Context: an optimization exercise on an open-source flow, tuned for small area. The choices shown serve that exercise and are no tape-out recipe. In this exercise RTL edits were held to simulation tests only and were not proved equivalent to the original. No activity file was given, so power comes from the tool's default toggle rates.

`flow/design.v`:
```
module wht_1d #(
    parameter  WIDTH0 = 8, 
    parameter  WIDTH1 = 11, 
    parameter  WIDTH2 = 13 
)(
    input   wire                            clk,
    input   wire                            rst_n,
    input   wire    signed  [WIDTH0-1:0]    blk_i0,
    input   wire    signed  [WIDTH0-1:0]    blk_i1,
    input   wire    signed  [WIDTH0-1:0]    blk_i2,
    input   wire    signed  [WIDTH0-1:0]    blk_i3,
    input   wire    signed  [WIDTH0-1:0]    blk_i4,
    input   wire    signed  [WIDTH0-1:0]    blk_i5,
    input   wire    signed  [WIDTH0-1:0]    blk_i6,
    input   wire    signed  [WIDTH0-1:0]    blk_i7,
    input   wire    signed  [WIDTH0-1:0]    blk_i8,
    input   wire    signed  [WIDTH0-1:0]    blk_i9,
    input   wire    signed  [WIDTH0-1:0]    blk_i10,
    input   wire    signed  [WIDTH0-1:0]    blk_i11,
    input   wire    signed  [WIDTH0-1:0]    blk_i12,
    input   wire    signed  [WIDTH0-1:0]    blk_i13,
    input   wire    signed  [WIDTH0-1:0]    blk_i14,
    input   wire    signed  [WIDTH0-1:0]    blk_i15,
    input   wire                            blk_ivalid,
    output  wire            [WIDTH2-1:0]    blk_o0,
    output  wire            [WIDTH2-1:0]    blk_o1,
    output  wire            [WIDTH2-1:0]    blk_o2,
    output  wire            [WIDTH2-1:0]    blk_o3,
    output  wire            [WIDTH2-1:0]    blk_o4,
    output  wire            [WIDTH2-1:0]    blk_o5,
    output  wire            [WIDTH2-1:0]    blk_o6,
    output  wire            [WIDTH2-1:0]    blk_o7,
    output  wire            [WIDTH2-1:0]    blk_o8,
    output  wire            [WIDTH2-1:0]    blk_o9,
    output  wire            [WIDTH2-1:0]    blk_o10,
    output  wire            [WIDTH2-1:0]    blk_o11,
    output  wire            [WIDTH2-1:0]    blk_o12,
    output  wire            [WIDTH2-1:0]    blk_o13,
    output  wire            [WIDTH2-1:0]    blk_o14,
    output  wire            [WIDTH2-1:0]    blk_o15,
    output  reg                             blk_ovalid
);
    reg     signed          [WIDTH1-1:0]    cal_pix00[15:0]; 
    reg     signed          [WIDTH1-1:0]    cal_pix01[15:0]; 
    reg     signed          [WIDTH1-1:0]    cal_pix02[15:0]; 
    reg     signed          [WIDTH1-1:0]    cal_pix03[15:0]; 
    reg     signed          [WIDTH1-1:0]    cal_pix04[15:0]; 
    reg     signed          [WIDTH1-1:0]    cal_pix05[15:0]; 
    reg     signed          [WIDTH1-1:0]    cal_pix06[15:0]; 
    reg     signed          [WIDTH1-1:0]    cal_pix07[15:0];
    reg     signed          [WIDTH1-1:0]    cal_pix10[15:0]; 
    reg     signed          [WIDTH1-1:0]    cal_pix11[15:0]; 
    reg     signed          [WIDTH1-1:0]    cal_pix12[15:0]; 
    reg     signed          [WIDTH1-1:0]    cal_pix13[15:0]; 
    reg     signed          [WIDTH1-1:0]    cal_pix20[15:0]; 
    reg     signed          [WIDTH1-1:0]    cal_pix21[15:0];
    reg     signed          [WIDTH1-1:0]    cal_pix30[15:0]; 
    reg                                     blk_ivalid_s1;
    reg                                     blk_ivalid_s2;
    reg                                     blk_ivalid_s3;
    always @(posedge clk or negedge rst_n) begin:blk0
        if (!rst_n) begin
            cal_pix00[0] <= 0;
            cal_pix01[0] <= 0;
            cal_pix02[0] <= 0;
            cal_pix03[0] <= 0;
            cal_pix04[0] <= 0;
            cal_pix05[0] <= 0;
            cal_pix06[0] <= 0;
            cal_pix07[0] <= 0;
        end
        else if (blk_ivalid) begin
            cal_pix00[0] <= blk_i0 + blk_i1;
            cal_pix01[0] <= blk_i2 + blk_i3;
            cal_pix02[0] <= blk_i4 + blk_i5;
            cal_pix03[0] <= blk_i6 + blk_i7;
            cal_pix04[0] <= blk_i8 + blk_i9;
            cal_pix05[0] <= blk_i10 + blk_i11;
            cal_pix06[0] <= blk_i12 + blk_i13;
            cal_pix07[0] <= blk_i14 + blk_i15;
        end
    end
    always @(posedge clk or negedge rst_n) begin:blk1
        if (!rst_n) begin
            cal_pix00[1] <= 0;
            cal_pix01[1] <= 0;
            cal_pix02[1] <= 0;
            cal_pix03[1] <= 0;
            cal_pix04[1] <= 0;
            cal_pix05[1] <= 0;
            cal_pix06[1] <= 0;
            cal_pix07[1] <= 0;
        end
        else if (blk_ivalid) begin
            cal_pix00[1] <= blk_i0 + blk_i1;
            cal_pix01[1] <= blk_i2 + blk_i3;
            cal_pix02[1] <= blk_i4 + blk_i5;
            cal_pix03[1] <= blk_i6 + blk_i7;
            cal_pix04[1] <= (-blk_i8) + (-blk_i9);
            cal_pix05[1] <= (-blk_i10) + (-blk_i11);
            cal_pix06[1] <= (-blk_i12) + (-blk_i13);
            cal_pix07[1] <= (-blk_i14) + (-blk_i15);
        end
    end
    always @(posedge clk or negedge rst_n) begin:blk2
        if (!rst_n) begin
            cal_pix00[2] <= 0;
            cal_pix01[2] <= 0;
            cal_pix02[2] <= 0;
            cal_pix03[2] <= 0;
            cal_pix04[2] <= 0;
            cal_pix05[2] <= 0;
            cal_pix06[2] <= 0;
            cal_pix07[2] <= 0;
        end
        else if (blk_ivalid) begin
            cal_pix00[2] <= blk_i0 + blk_i1;
            cal_pix01[2] <= blk_i2 + blk_i3;
            cal_pix02[2] <= (-blk_i4) + (-blk_i5);
            cal_pix03[2] <= (-blk_i6) + (-blk_i7);
            cal_pix04[2] <= blk_i8 + blk_i9;
            cal_pix05[2] <= blk_i10 + blk_i11;
            cal_pix06[2] <= (-blk_i12) + (-blk_i13);
            cal_pix07[2] <= (-blk_i14) + (-blk_i15);
        end
    end
    always @(posedge clk or negedge rst_n) begin:blk3
        if (!rst_n) begin
            cal_pix00[3] <= 0;
            cal_pix01[3] <= 0;
            cal_pix02[3] <= 0;
            cal_pix03[3] <= 0;
            cal_pix04[3] <= 0;
            cal_pix05[3] <= 0;
            cal_pix06[3] <= 0;
            cal_pix07[3] <= 0;
        end
        else if (blk_ivalid) begin
            cal_pix00[3] <= blk_i0 + blk_i1;
            cal_pix01[3] <= blk_i2 + blk_i3;
            cal_pix02[3] <= (-blk_i4) + (-blk_i5);
            cal_pix03[3] <= (-blk_i6) + (-blk_i7);
            cal_pix04[3] <= (-blk_i8) + (-blk_i9);
            cal_pix05[3] <= (-blk_i10) + (-blk_i11);
            cal_pix06[3] <= blk_i12 + blk_i13;
            cal_pix07[3] <= blk_i14 + blk_i15;
        end
    end
    always @(posedge clk or negedge rst_n) begin:blk4
        if (!rst_n) begin
            cal_pix00[4] <= 0;
            cal_pix01[4] <= 0;
            cal_pix02[4] <= 0;
            cal_pix03[4] <= 0;
            cal_pix04[4] <= 0;
            cal_pix05[4] <= 0;
            cal_pix06[4] <= 0;
            cal_pix07[4] <= 0;
        end
        else if (blk_ivalid) begin
            cal_pix00[4] <= blk_i0 + blk_i1;
            cal_pix01[4] <= (-blk_i2) + (-blk_i3);
            cal_pix02[4] <= blk_i4 + blk_i5;
            cal_pix03[4] <= (-blk_i6) + (-blk_i7);
            cal_pix04[4] <= blk_i8 + blk_i9;
            cal_pix05[4] <= (-blk_i10) + (-blk_i11);
            cal_pix06[4] <= blk_i12 + blk_i13;
            cal_pix07[4] <= (-blk_i14) + (-blk_i15);
        end
    end
    always @(posedge clk or negedge rst_n) begin:blk5
        if (!rst_n) begin
            cal_pix00[5] <= 0;
            cal_pix01[5] <= 0;
            cal_pix02[5] <= 0;
            cal_pix03[5] <= 0;
            cal_pix04[5] <= 0;
            cal_pix05[5] <= 0;
            cal_pix06[5] <= 0;
            cal_pix07[5] <= 0;
        end
        else if (blk_ivalid) begin
            cal_pix00[5] <= blk_i0 + blk_i1;
            cal_pix01[5] <= (-blk_i2) + (-blk_i3);
            cal_pix02[5] <= blk_i4 + blk_i5;
            cal_pix03[5] <= (-blk_i6) + (-blk_i7);
            cal_pix04[5] <= (-blk_i8) + (-blk_i9);
            cal_pix05[5] <= blk_i10 + blk_i11;
            cal_pix06[5] <= (-blk_i12) + (-blk_i13);
            cal_pix07[5] <= blk_i14 + blk_i15;
        end
    end
    always @(posedge clk or negedge rst_n) begin:blk6
        if (!rst_n) begin
            cal_pix00[6] <= 0;
            cal_pix01[6] <= 0;
            cal_pix02[6] <= 0;
            cal_pix03[6] <= 0;
            cal_pix04[6] <= 0;
            cal_pix05[6] <= 0;
            cal_pix06[6] <= 0;
            cal_pix07[6] <= 0;
        end
        else if (blk_ivalid) begin
            cal_pix00[6] <= blk_i0 + blk_i1;
            cal_pix01[6] <= (-blk_i2) + (-blk_i3);
            cal_pix02[6] <= (-blk_i4) + (-blk_i5);
            cal_pix03[6] <= blk_i6 + blk_i7;
            cal_pix04[6] <= blk_i8 + blk_i9;
            cal_pix05[6] <= (-blk_i10) + (-blk_i11);
            cal_pix06[6] <= (-blk_i12) + (-blk_i13);
            cal_pix07[6] <= blk_i14 + blk_i15;
        end
    end
    always @(posedge clk or negedge rst_n) begin:blk7
        if (!rst_n) begin
            cal_pix00[7] <= 0;
            cal_pix01[7] <= 0;
            cal_pix02[7] <= 0;
            cal_pix03[7] <= 0;
            cal_pix04[7] <= 0;
            cal_pix05[7] <= 0;
            cal_pix06[7] <= 0;
            cal_pix07[7] <= 0;
        end
        else if (blk_ivalid) begin
            cal_pix00[7] <= blk_i0 + blk_i1;
            cal_pix01[7] <= (-blk_i2) + (-blk_i3);
            cal_pix02[7] <= (-blk_i4) + (-blk_i5);
            cal_pix03[7] <= blk_i6 + blk_i7;
            cal_pix04[7] <= (-blk_i8) + (-blk_i9);
            cal_pix05[7] <= blk_i10 + blk_i11;
            cal_pix06[7] <= blk_i12 + blk_i13;
            cal_pix07[7] <= (-blk_i14) + (-blk_i15);
        end
    end
    always @(posedge clk or negedge rst_n) begin:blk8
        if (!rst_n) begin
            cal_pix00[8] <= 0;
            cal_pix01[8] <= 0;
            cal_pix02[8] <= 0;
            cal_pix03[8] <= 0;
            cal_pix04[8] <= 0;
            cal_pix05[8] <= 0;
            cal_pix06[8] <= 0;
            cal_pix07[8] <= 0;
        end
        else if (blk_ivalid) begin
            cal_pix00[8] <= blk_i0 + (-blk_i1);
            cal_pix01[8] <= blk_i2 + (-blk_i3);
            cal_pix02[8] <= blk_i4 + (-blk_i5);
            cal_pix03[8] <= blk_i6 + (-blk_i7);
            cal_pix04[8] <= blk_i8 + (-blk_i9);
            cal_pix05[8] <= blk_i10 + (-blk_i11);
            cal_pix06[8] <= blk_i12 + (-blk_i13);
            cal_pix07[8] <= blk_i14 + (-blk_i15);
        end
    end
    always @(posedge clk or negedge rst_n) begin:blk9
        if (!rst_n) begin
            cal_pix00[9] <= 0;
            cal_pix01[9] <= 0;
            cal_pix02[9] <= 0;
            cal_pix03[9] <= 0;
            cal_pix04[9] <= 0;
            cal_pix05[9] <= 0;
            cal_pix06[9] <= 0;
            cal_pix07[9] <= 0;
        end
        else if (blk_ivalid) begin
            cal_pix00[9] <= blk_i0 + (-blk_i1);
            cal_pix01[9] <= blk_i2 + (-blk_i3);
            cal_pix02[9] <= blk_i4 + (-blk_i5);
            cal_pix03[9] <= blk_i6 + (-blk_i7);
            cal_pix04[9] <= (-blk_i8) + blk_i9;
            cal_pix05[9] <= (-blk_i10) + blk_i11;
            cal_pix06[9] <= (-blk_i12) + blk_i13;
            cal_pix07[9] <= (-blk_i14) + blk_i15;
        end
    end
    always @(posedge clk or negedge rst_n) begin:blk10
        if (!rst_n) begin
            cal_pix00[10] <= 0;
            cal_pix01[10] <= 0;
            cal_pix02[10] <= 0;
            cal_pix03[10] <= 0;
            cal_pix04[10] <= 0;
            cal_pix05[10] <= 0;
            cal_pix06[10] <= 0;
            cal_pix07[10] <= 0;
        end
        else if (blk_ivalid) begin
            cal_pix00[10] <= blk_i0 + (-blk_i1);
            cal_pix01[10] <= blk_i2 + (-blk_i3);
            cal_pix02[10] <= (-blk_i4) + blk_i5;
            cal_pix03[10] <= (-blk_i6) + blk_i7;
            cal_pix04[10] <= blk_i8 + (-blk_i9);
            cal_pix05[10] <= blk_i10 + (-blk_i11);
            cal_pix06[10] <= (-blk_i12) + blk_i13;
            cal_pix07[10] <= (-blk_i14) + blk_i15;
        end
    end
    always @(posedge clk or negedge rst_n) begin:blk11
        if (!rst_n) begin
            cal_pix00[11] <= 0;
            cal_pix01[11] <= 0;
            cal_pix02[11] <= 0;
            cal_pix03[11] <= 0;
            cal_pix04[11] <= 0;
            cal_pix05[11] <= 0;
            cal_pix06[11] <= 0;
            cal_pix07[11] <= 0;
        end
        else if (blk_ivalid) begin
            cal_pix00[11] <= blk_i0 + (-blk_i1);
            cal_pix01[11] <= blk_i2 + (-blk_i3);
            cal_pix02[11] <= (-blk_i4) + blk_i5;
            cal_pix03[11] <= (-blk_i6) + blk_i7;
            cal_pix04[11] <= (-blk_i8) + blk_i9;
            cal_pix05[11] <= (-blk_i10) + blk_i11;
            cal_pix06[11] <= blk_i12 + (-blk_i13);
            cal_pix07[11] <= blk_i14 + (-blk_i15);
        end
    end
    always @(posedge clk or negedge rst_n) begin:blk12
        if (!rst_n) begin
            cal_pix00[12] <= 0;
            cal_pix01[12] <= 0;
            cal_pix02[12] <= 0;
            cal_pix03[12] <= 0;
            cal_pix04[12] <= 0;
            cal_pix05[12] <= 0;
            cal_pix06[12] <= 0;
            cal_pix07[12] <= 0;
        end
        else if (blk_ivalid) begin
            cal_pix00[12] <= blk_i0 + (-blk_i1);
            cal_pix01[12] <= (-blk_i2) + blk_i3;
            cal_pix02[12] <= blk_i4 + (-blk_i5);
            cal_pix03[12] <= (-blk_i6) + blk_i7;
            cal_pix04[12] <= blk_i8 + (-blk_i9);
            cal_pix05[12] <= (-blk_i10) + blk_i11;
            cal_pix06[12] <= blk_i12 + (-blk_i13);
            cal_pix07[12] <= (-blk_i14) + blk_i15;
        end
    end
    always @(posedge clk or negedge rst_n) begin:blk13
        if (!rst_n) begin
            cal_pix00[13] <= 0;
            cal_pix01[13] <= 0;
            cal_pix02[13] <= 0;
            cal_pix03[13] <= 0;
            cal_pix04[13] <= 0;
            cal_pix05[13] <= 0;
            cal_pix06[13] <= 0;
            cal_pix07[13] <= 0;
        end
        else if (blk_ivalid) begin
            cal_pix00[13] <= blk_i0 + (-blk_i1);
            cal_pix01[13] <= (-blk_i2) + blk_i3;
            cal_pix02[13] <= blk_i4 + (-blk_i5);
            cal_pix03[13] <= (-blk_i6) + blk_i7;
            cal_pix04[13] <= (-blk_i8) + blk_i9;
            cal_pix05[13] <= blk_i10 + (-blk_i11);
            cal_pix06[13] <= (-blk_i12) + blk_i13;
            cal_pix07[13] <= blk_i14 + (-blk_i15);
        end
    end
    always @(posedge clk or negedge rst_n) begin:blk14
        if (!rst_n) begin
            cal_pix00[14] <= 0;
            cal_pix01[14] <= 0;
            cal_pix02[14] <= 0;
            cal_pix03[14] <= 0;
            cal_pix04[14] <= 0;
            cal_pix05[14] <= 0;
            cal_pix06[14] <= 0;
            cal_pix07[14] <= 0;
        end
        else if (blk_ivalid) begin
            cal_pix00[14] <= blk_i0 + (-blk_i1);
            cal_pix01[14] <= (-blk_i2) + blk_i3;
            cal_pix02[14] <= (-blk_i4) + blk_i5;
            cal_pix03[14] <= blk_i6 + (-blk_i7);
            cal_pix04[14] <= blk_i8 + (-blk_i9);
            cal_pix05[14] <= (-blk_i10) + blk_i11;
            cal_pix06[14] <= (-blk_i12) + blk_i13;
            cal_pix07[14] <= blk_i14 + (-blk_i15);
        end
    end
    always @(posedge clk or negedge rst_n) begin:blk15
        if (!rst_n) begin
            cal_pix00[15] <= 0;
            cal_pix01[15] <= 0;
            cal_pix02[15] <= 0;
            cal_pix03[15] <= 0;
            cal_pix04[15] <= 0;
            cal_pix05[15] <= 0;
            cal_pix06[15] <= 0;
            cal_pix07[15] <= 0;
        end
        else if (blk_ivalid) begin
            cal_pix00[15] <= blk_i0 + (-blk_i1);
            cal_pix01[15] <= (-blk_i2) + blk_i3;
            cal_pix02[15] <= (-blk_i4) + blk_i5;
            cal_pix03[15] <= blk_i6 + (-blk_i7);
            cal_pix04[15] <= (-blk_i8) + blk_i9;
            cal_pix05[15] <= blk_i10 + (-blk_i11);
            cal_pix06[15] <= blk_i12 + (-blk_i13);
            cal_pix07[15] <= (-blk_i14) + blk_i15;
        end
    end
    always @(posedge clk or negedge rst_n) begin
        if (!rst_n) begin
            blk_ivalid_s1 <= 0;
            blk_ivalid_s2 <= 0;
            blk_ivalid_s3 <= 0;
        end
        else begin
            blk_ivalid_s1 <= blk_ivalid;
            blk_ivalid_s2 <= blk_ivalid_s1;
            blk_ivalid_s3 <= blk_ivalid_s2;
        end
    end
    generate
        genvar i;
        for (i=0; i<16; i=i+1) begin:gen_calpix
            always @(posedge clk or negedge rst_n) begin
                if (!rst_n) begin
                    cal_pix10[i] <= 0;
                    cal_pix11[i] <= 0;
                    cal_pix12[i] <= 0;
                    cal_pix13[i] <= 0;
                end
                else if (blk_ivalid_s1) begin
                    cal_pix10[i] <= cal_pix00[i] + cal_pix01[i];
                    cal_pix11[i] <= cal_pix02[i] + cal_pix03[i];
                    cal_pix12[i] <= cal_pix04[i] + cal_pix05[i];
                    cal_pix13[i] <= cal_pix06[i] + cal_pix07[i];
                end
            end
            always @(posedge clk or negedge rst_n) begin
                if (!rst_n) begin
                    cal_pix20[i] <= 0;
                    cal_pix21[i] <= 0;
                end
                else if (blk_ivalid_s2) begin
                    cal_pix20[i] <= cal_pix10[i] + cal_pix11[i];
                    cal_pix21[i] <= cal_pix12[i] + cal_pix13[i];
                end
            end
            always @(posedge clk or negedge rst_n) begin
                if (!rst_n) begin
                    cal_pix30[i] <= 0;
                end
                else if (blk_ivalid_s3) begin
                    cal_pix30[i] <= cal_pix20[i] + cal_pix21[i];
                end
            end
        end
    endgenerate
    assign blk_o0 = cal_pix30[0];
    assign blk_o1 = cal_pix30[1];
    assign blk_o2 = cal_pix30[2];
    assign blk_o3 = cal_pix30[3];
    assign blk_o4 = cal_pix30[4];
    assign blk_o5 = cal_pix30[5];
    assign blk_o6 = cal_pix30[6];
    assign blk_o7 = cal_pix30[7];
    assign blk_o8 = cal_pix30[8];
    assign blk_o9 = cal_pix30[9];
    assign blk_o10 = cal_pix30[10];
    assign blk_o11 = cal_pix30[11];
    assign blk_o12 = cal_pix30[12];
    assign blk_o13 = cal_pix30[13];
    assign blk_o14 = cal_pix30[14];
    assign blk_o15 = cal_pix30[15];
    always @(posedge clk or negedge rst_n) begin
        if (!rst_n) begin
            blk_ovalid <= 0;
        end
        else begin
            blk_ovalid <= blk_ivalid_s3;
        end
    end
endmodule  
```
`flow/run.sh`:
```
#!/bin/bash
# synth_recipe.tcl (not shown) runs the flow's synth.tcl, then flattens the netlist and writes it again
# the make line also repeats each setting of config.mk as NAME=value (left out here)
make -C /OpenROAD-flow-scripts/flow DESIGN_CONFIG=/design/flow/config.mk WORK_HOME=/design/flow/orfs CLKGATE_MAP_FILE= SYNTH_SCRIPT=/design/flow/synth_recipe.tcl finish
```
`flow/config.mk`:
```
export PLATFORM = sky130hd
export DESIGN_NAME = wht_1d
export DESIGN_NICKNAME = wht_1d
export VERILOG_FILES = /design/flow/design.v
export SDC_FILE = /design/flow/constraint.sdc
export NUM_CORES = 8
export LEC_CHECK = 0
export CAP_MARGIN = 20
export CORE_MARGIN = 2
export CORE_UTILIZATION = 50
export PLACE_DENSITY = 0.65
export SLEW_MARGIN = 20
```
`flow/constraint.sdc`:
```
create_clock -name core_clock -period 10.0 [get_ports {clk}]
set_input_delay 2.0000 -clock core_clock [delete_from_list [all_inputs] [get_ports {clk}]]
set_output_delay 2.0000 -clock core_clock [all_outputs]
set_load 0.01 [all_outputs]
```
==> qor.csv <==
stage,metric,value,unit
run_status,status,timing/DRC/antenna clean,
detailed_routing,via_per_inst,6.06,
cts,insertion_delay,0.77,ns
setup_path,critPathSlowestCell,clkdlybuf4s50_1,
setup_path,path_cells,clkdlybuf4s50_1 > or3_1 > or3_1 > nor3_1 > xnor2_1 > ha_1 > a211oi_1 > o21ai_0 > a31oi_1 > xnor2_1 > mux2_2,
floorplanning,start_util,0.502,
cts,post_cts_buffers,0,
yosys,synth.most_common_cell,dfrtp_1,
yosys,yosys_register_bits,983,
layout,fill_cells,14400,
yosys,muxShareOfSynthArea,0.0933,
yosys,synth_fa_ha_area_frac,0.168,
yosys,ys.flop_type,dfrtp_1,
cts,cts_hold_buf,0,
detailed_routing,wl,259000,um
detailed_routing,antenna_left,0,
yosys,synth_compound_area_frac,0.192,
sta,final.period_utilization,0.460,
detailed_routing,route.vias.total,66600,
floorplanning,die_height,405,um
setup_path,max_stage_delay,0.55,ns
yosys,syn_inst,8607,
global_routing,grt_pass1_wl,389000,um
setup_path,crit_type,in -> reg,
floorplanning,die_area,164000,um^2
place,place.gp.congestion,0.978,
setup_path,crit_arrival,5.23,ns
place,hpwlAfterDp,209000,um
sta,tns,0,ns
floorplanning,core_region_area,160000,um^2
sta,rsz0062_at_grt,no,
setup_path,cp-start-kind,primary input,
layout,final_area,89400,um^2
yosys,yosysUniqueCellTypes,79,
yosys,synth_xor_area_frac,0.0823,
cts,cts.path.max_buffers,3,
floorplanning,num_rows,147,
place,port_buffers,339,
layout,final_cells,11000,
setup_path,cp_max_fo,6,
yosys,syn-cell-area,80300,um^2
detailed_routing,drt_iter0_drc,5694,
cts,cts-root-buf,clkbuf_16,
yosys,synth_simple_gate_area_share,0.120,
pwr,ir_drop,241,uV
yosys,yosysTopAreaCellShare,0.306,
sta,max_slew_margin,0.286,
place,place_area,85300,um^2
yosys,synth_nets,9755,
sta,finalMaxSlewViolations,0,
cts,cts_resized,0,
detailed_routing,wire_per_inst,23.6,um
detailed_routing,drt_pass1_iterations,7,
yosys,syn_area_per_cell,9.33,um^2
global_routing,grt_pass1_vias,62400,
yosys,yosys_warnings,16,
sta,max_clock_freq,217,MHz
global_routing,grt_start_max_net_pins,191,
floorplanning,io_pins,340,
cts,clk_pin_slew,0.06,ns
yosys,yosysTopAreaCell,dfrtp_1,
place,place_inst,10800,
run,drv_cap,0,
setup_path,cp.required,10.63,ns
cts,cts_buffers,113,
setup_path,path_buf_inv,1,
yosys,synth_edf_count,0,
sta,setup_viol,0,
global_routing,grt-ovfl-total,0,
layout,drive_gt1_frac,0.113,
yosys,synth-seq-area-share,0.306,
sta,skew,0.0302,ns
floorplanning,die_w,405,um
hold_path,hold_path_class,reg -> reg,
global_routing,grt_usage,0.311,
setup_path,crit_path_end_kind,register,
sta,min_period,4.60,ns
pwr,power,0.0348,W
pwr,p_leak,38.9,nW
cts,cts_sinks,983,
cts,cts_tree,built,
yosys,yosys-top-cells-area,"dfrtp_1 (31%), ha_1 (14%), mux2_2 (8.3%)",
setup_path,crit_family,simple AND/OR/NAND/NOR gates,
layout,area_growth_syn_to_layout,11.3,%
detailed_routing,drc,0,
yosys,async_flop_share,1.00,
yosys,synth_top_family_by_area,compound AO/OA/AOI/OAI gates,
pwr,powerDensity,389,nW/um^2
sta,hold_viol_final,0,
layout,nNetsFinal,9950,
sta,whs,0.481,ns
cts,h-tree-depth,3,
yosys,synth_common_cells,"dfrtp_1 (983), ha_1 (919), nor2_1 (727)",
global_routing,grt_antenna_before_repair,15,
sta,worst_slew_pin_slew,1.07,ns
-- power breakdown --
group          internal (W)  switching [W]
sequential          0.00581        0.00244
combinational       0.00976         0.0123
clock               0.00262        0.00186
total                0.0182         0.0166
-- path summary, 6_finish.rpt --
kind,cells after the start,to,slack [ns],from
max in group asynchronous,4,blk_ivalid_s3,6.44,rst_n
worst max register to register,9,cal_pix20[11][6],6.10,cal_pix10[10][0]
worst min register to register,2,cal_pix30[3][1],0.48,cal_pix30[3][1]
worst max-delay path,11,cal_pix04[3][9],5.40,blk_i9[3]
worst min-delay path,2,cal_pix30[3][1],0.48,cal_pix30[3][1]
min in group asynchronous,1,cal_pix01[3][7],1.27,rst_n
-- per-layer routing --
metal	part of all wire	up-vias	GRT usage	routed length [um]
met3	0.073	283	0.0533	19000
met4	0.024	10	0.0773	6190
li1	-	31600	-	-
met5	0.00027	-	0	69
met2	0.42	2096	0.462	110000
met1	0.48	32600	0.465	125000
-- sequential cells by signal, indices dropped and copies added, names as in the netlist, 41 cells and up --
name,cells
cal_pix10,41
cal_pix12,81
cal_pix30,161
cal_pix20,81
cal_pix11,81
cal_pix13,81
cal_pix21,161
-- worst reg2reg max path, cell delays in order, from the launching register on --
cell and delay (ns):
dfrtp_1 0.44, ha_1 0.61, inv_1 0.52, fa_1 0.55
nand2b_1 0.18, a21oi_1 0.21, o21ai_0 0.20, nor2b_1 0.20
xnor2_1 0.62, mux2_2 0.29
-- cells in the final DEF (no fill, tap or decap), drive strengths merged, types with 19 or more instances in the layout --
| master | synthesis | routed |
|---|---|---|
| a211oi | 169 | 169 |
| a21boi | 89 | 89 |
| a21o | 224 | 224 |
| a21oi | 625 | 625 |
| a31oi | 192 | 192 |
| and3 | 47 | 47 |
| buf | 96 | 27 |
| clkbuf | 188 | 148 |
| clkdlybuf4s50 | 0 | 337 |
| clkinv | 3 | 24 |
| clkinvlp | 0 | 19 |
| dfrtp | 983 | 983 |
| fa | 98 | 98 |
| ha | 919 | 919 |
| inv | 472 | 480 |
| mux2 | 592 | 592 |
| mux2i | 83 | 83 |
| nand2 | 288 | 288 |
| nand2b | 91 | 91 |
| nand3 | 100 | 100 |
| nand3b | 38 | 38 |
| nand4 | 77 | 77 |
| nor2 | 729 | 729 |
| nor2b | 117 | 117 |
| nor3 | 212 | 212 |
| nor3b | 26 | 26 |
| nor4 | 60 | 60 |
| o211ai | 46 | 46 |
| o21a | 121 | 121 |
| o21ai | 618 | 618 |
| o21bai | 102 | 102 |
| o22ai | 37 | 37 |
| o2bb2ai | 20 | 20 |
| o311a | 27 | 27 |
| o31ai | 102 | 102 |
| or2 | 119 | 119 |
| or3 | 21 | 21 |
| xnor2 | 616 | 616 |
| xor2 | 138 | 138 |
-- layout make-up --
cell class	instances	area [um^2]	share of cell area
clock inverter	63	848	0.00949
timing repair buffer	364	3720	0.0417
tap	2086	2610	0.0292
inverter	475	1790	0.0200
multi-input combinational	6865	52600	0.589
sequential	983	24600	0.275
antenna	5	12.5	0.000140
clock buffer	148	3150	0.0352
-- metrics by stage --
| step | utilization | setup WS [ns] |
|---|---|---|
| after floorplan | - | 5.52 |
| after global placement | 0.533 | 4.65 |
| after detailed placement | 0.533 | 4.65 |
| after CTS | 0.558 | 5.45 |
| after global routing | 0.558 | 5.18 |
| final | 0.559 | 5.40 |
-- kinds of logic (layout without fill, tap and decap cells) --
| group | count (synthesis) | after routing |
|---|---|---|
| other cells | 0 | 5 |
| mux | 675 | 675 |
| fa+ha+maj | 1017 | 1017 |
| compound gates | 2448 | 2448 |
| xor+xnor | 754 | 754 |
| buf+inv | 759 | 1050 |
| flops | 983 | 983 |
| simple gates | 1971 | 1971 |

## port drivers added, routing unchanged
The flow's constraints put no driver on any port. The routed layout listed below was extracted and timed again, unchanged, in two steps. Step 1 (the two cells are an assumption about what drives the block):
set clk [get_ports {clk}]
set_driving_cell -lib_cell sky130_fd_sc_hd__clkbuf_16 $clk
set_driving_cell -lib_cell sky130_fd_sc_hd__buf_2 [delete_from_list [all_inputs] $clk]
Step 2, shift: input delay + t, output delay - t, t = (earliest + latest rising clock arrival at the registers) / 2. This alone moves slack from input paths to output paths. a / b / c = ideal / step 1 / step 2; a / b = the first two.
shift t [ns]: 0.834
slack for setup (ns): 5.399 / 5.459 / 4.625
latest minus earliest clock arrival (ns): 0.032 / 0.032
slew at the worst register clock pin (ns): 0.07 / 0.07
worst slew at a driven data input, ns: 0.05
After both steps this run still meets setup and hold. The setup slack of this run moves by +0.060 ns with the drivers and by -0.774 ns with both steps.
